Background: an optimization exercise with open tools, aiming at small area and a short achievable clock period. Do not read the settings as production practice. The RTL was checked by simulation tests, not by an equivalence proof against the original design. Power figures rest on the tool's default switching activity, not on a simulated workload.

## wip/tundra
Design ARMSIM, start of the top module:
module ARMSIM(
	input CLOCK_50, rst, fu_EN,
	output[31:0] imem_addr,
	input[31:0] imem_data,
	output dmem_r_en, dmem_w_en,
	output[31:0] dmem_addr, dmem_wdata,
	input[31:0] dmem_rdata,
	output wb_en,
	output[3:0] wb_dest,
	output[31:0] wb_data
);
==> flow/config.mk <==
export PLATFORM = sky130hd
export DESIGN_NAME = ARMSIM
export DESIGN_NICKNAME = ARMSIM
export VERILOG_FILES = /design/flow/design.v
export SDC_FILE = /design/flow/constraint.sdc
export NUM_CORES = 4
export LEC_CHECK = 0
export ABC_AREA = 1
export CAP_MARGIN = 65
export CORE_MARGIN = 2
export CORE_UTILIZATION = 50
export CTS_CLUSTER_DIAMETER = 80
export CTS_CLUSTER_SIZE = 24
export PLACE_DENSITY = 0.8
export SETUP_SLACK_MARGIN = 0.5
export SLEW_MARGIN = 65
==> flow/constraint.sdc <==
create_clock -name core_clock -period 25.0 [get_ports {CLOCK_50}]
set_input_delay 5.0000 -clock core_clock [delete_from_list [all_inputs] [get_ports {CLOCK_50}]]
set_output_delay 5.0000 -clock core_clock [all_outputs]
set_load 0.01 [all_outputs]
standard.sh (not shown) runs the stock make flow with config.mk's settings and CLKGATE_MAP_FILE= SYNTH_SCRIPT=/design/flow/synth_recipe.tcl, a recipe that flattens the netlist after the stock synthesis.
==> flow/flow/run.sh <==
#!/bin/bash
# The standard layout with two changes after the standard synthesis:
# the ports get plain buffers (buf_2), and the delay cells are kept out of
# the buffering that placement and repair do (they are slow buffers).
set -euo pipefail
bash standard.sh synth > synth.log 2>&1
export BUFFER_PORTS_ARGS="-buffer_cell sky130_fd_sc_hd__buf_2"
export DONT_USE_CELLS="sky130_fd_sc_hd__clkdlybuf4s15_1 sky130_fd_sc_hd__clkdlybuf4s15_2 sky130_fd_sc_hd__clkdlybuf4s18_1 sky130_fd_sc_hd__clkdlybuf4s18_2 sky130_fd_sc_hd__clkdlybuf4s25_1 sky130_fd_sc_hd__clkdlybuf4s25_2 sky130_fd_sc_hd__clkdlybuf4s50_1 sky130_fd_sc_hd__clkdlybuf4s50_2 sky130_fd_sc_hd__dlygate4sd1_1 sky130_fd_sc_hd__dlygate4sd2_1 sky130_fd_sc_hd__dlygate4sd3_1 sky130_fd_sc_hd__dlymetal6s2s_1 sky130_fd_sc_hd__dlymetal6s4s_1 sky130_fd_sc_hd__dlymetal6s6s_1"
bash standard.sh > layout.log 2>&1
Inputs modified between wip/tundra and wip/violet:
# wip/tundra
export LEC_CHECK = 0
export ABC_AREA = 1
export CAP_MARGIN = 65
export CORE_MARGIN = 2
export CORE_UTILIZATION = 50
export CTS_CLUSTER_DIAMETER = 80
export CTS_CLUSTER_SIZE = 24
export PLACE_DENSITY = 0.8
export SETUP_SLACK_MARGIN = 0.5
export SLEW_MARGIN = 65
create_clock -name core_clock -period 25.0 [get_ports {CLOCK_50}]
# wip/violet
export LEC_CHECK = 0
export ABC_AREA = 1
export CAP_MARGIN = 65
export CORE_MARGIN = 2
export CORE_UTILIZATION = 50
export CTS_CLUSTER_DIAMETER = 80
export CTS_CLUSTER_SIZE = 24
export PLACE_DENSITY = 0.72
export SETUP_SLACK_MARGIN = 0.5
export SLEW_MARGIN = 65
create_clock -name core_clock -period 25.0 [get_ports {CLOCK_50}]
Findings:
- wip/violet falls short of wip/tundra in first-pass GRT wire length.
- Maximum fanout encountered on the critical timing path: lower on wip/violet
- Number of post-CTS setup repair buffers came out exactly the same in wip/tundra and wip/violet.
- Final standard cell area without fillers essentially unchanged between wip/tundra and wip/violet.
- Changes observed in wip/violet relative to wip/tundra: proportion of power drawn by the clock network went up 0.8 points; number of antenna violations at the first check in global routing went up 11; total power went up 48 uW; count of non-CTS buffers in the layout went up 6; met3 track utilization from global routing went down 2.8 points.
Inputs modified between wip/violet and wip/pepper:
# wip/violet
export LEC_CHECK = 0
export ABC_AREA = 1
export CAP_MARGIN = 65
export CORE_MARGIN = 2
export CORE_UTILIZATION = 50
export CTS_CLUSTER_DIAMETER = 80
export CTS_CLUSTER_SIZE = 24
export PLACE_DENSITY = 0.72
export SETUP_SLACK_MARGIN = 0.5
export SLEW_MARGIN = 65
create_clock -name core_clock -period 25.0 [get_ports {CLOCK_50}]
# wip/pepper
export LEC_CHECK = 0
export ABC_AREA = 1
export CAP_MARGIN = 55
export CORE_MARGIN = 2
export CORE_UTILIZATION = 50
export CTS_CLUSTER_DIAMETER = 80
export CTS_CLUSTER_SIZE = 24
export PLACE_DENSITY = 0.72
export SETUP_SLACK_MARGIN = 0.5
export SLEW_MARGIN = 55
create_clock -name core_clock -period 25.0 [get_ports {CLOCK_50}]
## What came out
Sort wip/violet and wip/pepper by post-place setup slack desc -> top: wip/violet
Measured against each other, wip/violet and wip/pepper differ in met3 wirelength from detailed routing, the lower figure coming from wip/violet.
Compared with wip/violet, wip/pepper shows a lower peak supply drop.
[wip/pepper] number of cells on the worst reg-to-reg path fell 1 relative to wip/violet
[wip/pepper] peak clock frequency supported by timing fell about 1.5% relative to wip/violet
The critical path arrival number comes out higher for wip/pepper vs wip/violet.
Any difference in proportion of total power due to net switching between wip/violet and wip/pepper is small enough to ignore.
Met1 track demand over resource in global routing: wip/violet and wip/pepper compared, lower one is wip/pepper
Row clock period minus final worst setup slack: wip/pepper higher / wip/violet lower
### wip/pepper -> wip/sierra
# wip/pepper
export LEC_CHECK = 0
export ABC_AREA = 1
export CAP_MARGIN = 55
export CORE_MARGIN = 2
export CORE_UTILIZATION = 50
export CTS_CLUSTER_DIAMETER = 80
export CTS_CLUSTER_SIZE = 24
export PLACE_DENSITY = 0.72
export SETUP_SLACK_MARGIN = 0.5
export SLEW_MARGIN = 55
create_clock -name core_clock -period 25.0 [get_ports {CLOCK_50}]
# wip/sierra
export LEC_CHECK = 0
export ABC_AREA = 1
export CAP_MARGIN = 65
export CORE_MARGIN = 2
export CORE_UTILIZATION = 55
export CTS_CLUSTER_DIAMETER = 80
export CTS_CLUSTER_SIZE = 24
export PLACE_DENSITY = 0.72
export SETUP_SLACK_MARGIN = 0.5
export SLEW_MARGIN = 65
create_clock -name core_clock -period 25.0 [get_ports {CLOCK_50}]
--- outcome ---
wip/sierra | status: complete | timing, DRC, antenna: pass
Slew of the pin with the lowest slew margin, wip/sierra and wip/pepper: larger value in wip/pepper
Synthesis-to-layout area growth: wip/sierra and wip/pepper compared, higher one is wip/sierra
Higher data arrival time of the critical path among wip/sierra and wip/pepper: wip/pepper
wip/sierra against wip/pepper: post-layout worst setup margin higher; final period utilization went down; number of inserted filler cells in the final layout now sits lower; total placed cells including tap cells went down by about 1.5%.

==> what the ideal ports hide <==
The results above use ideal ports. As a check the final layouts listed here were re-extracted and re-timed, cells and wires unchanged. Step 1, drivers: a clkbuf_16 drives CLOCK_50 and a buf_2 each remaining input, both assumed. Step 2 also shifts input and output timing later by t, the mid clock arrival at the registers, as if the neighbouring blocks saw the same clock. Slacks: no drivers / after step 1 / after step 2; pairs: no drivers / after step 1.
| run | t, ns | setup slack, ns | worst slew at a driven data input, ns | cell pins on the clock port's net |
|---|---|---|---|---|
| wip/tundra | 0.720 | 18.477 / 18.409 / 18.512 | 0.05 | 1 |
| wip/violet | 0.727 | 18.455 / 18.389 / 18.606 | 0.05 | 1 |
| wip/pepper | 0.728 | 18.356 / 18.290 / 18.506 | 0.05 | 1 |
| wip/sierra | 0.716 | 18.430 / 18.358 / 18.518 | 0.04 | 1 |
After both steps setup and hold are still met in every run listed.
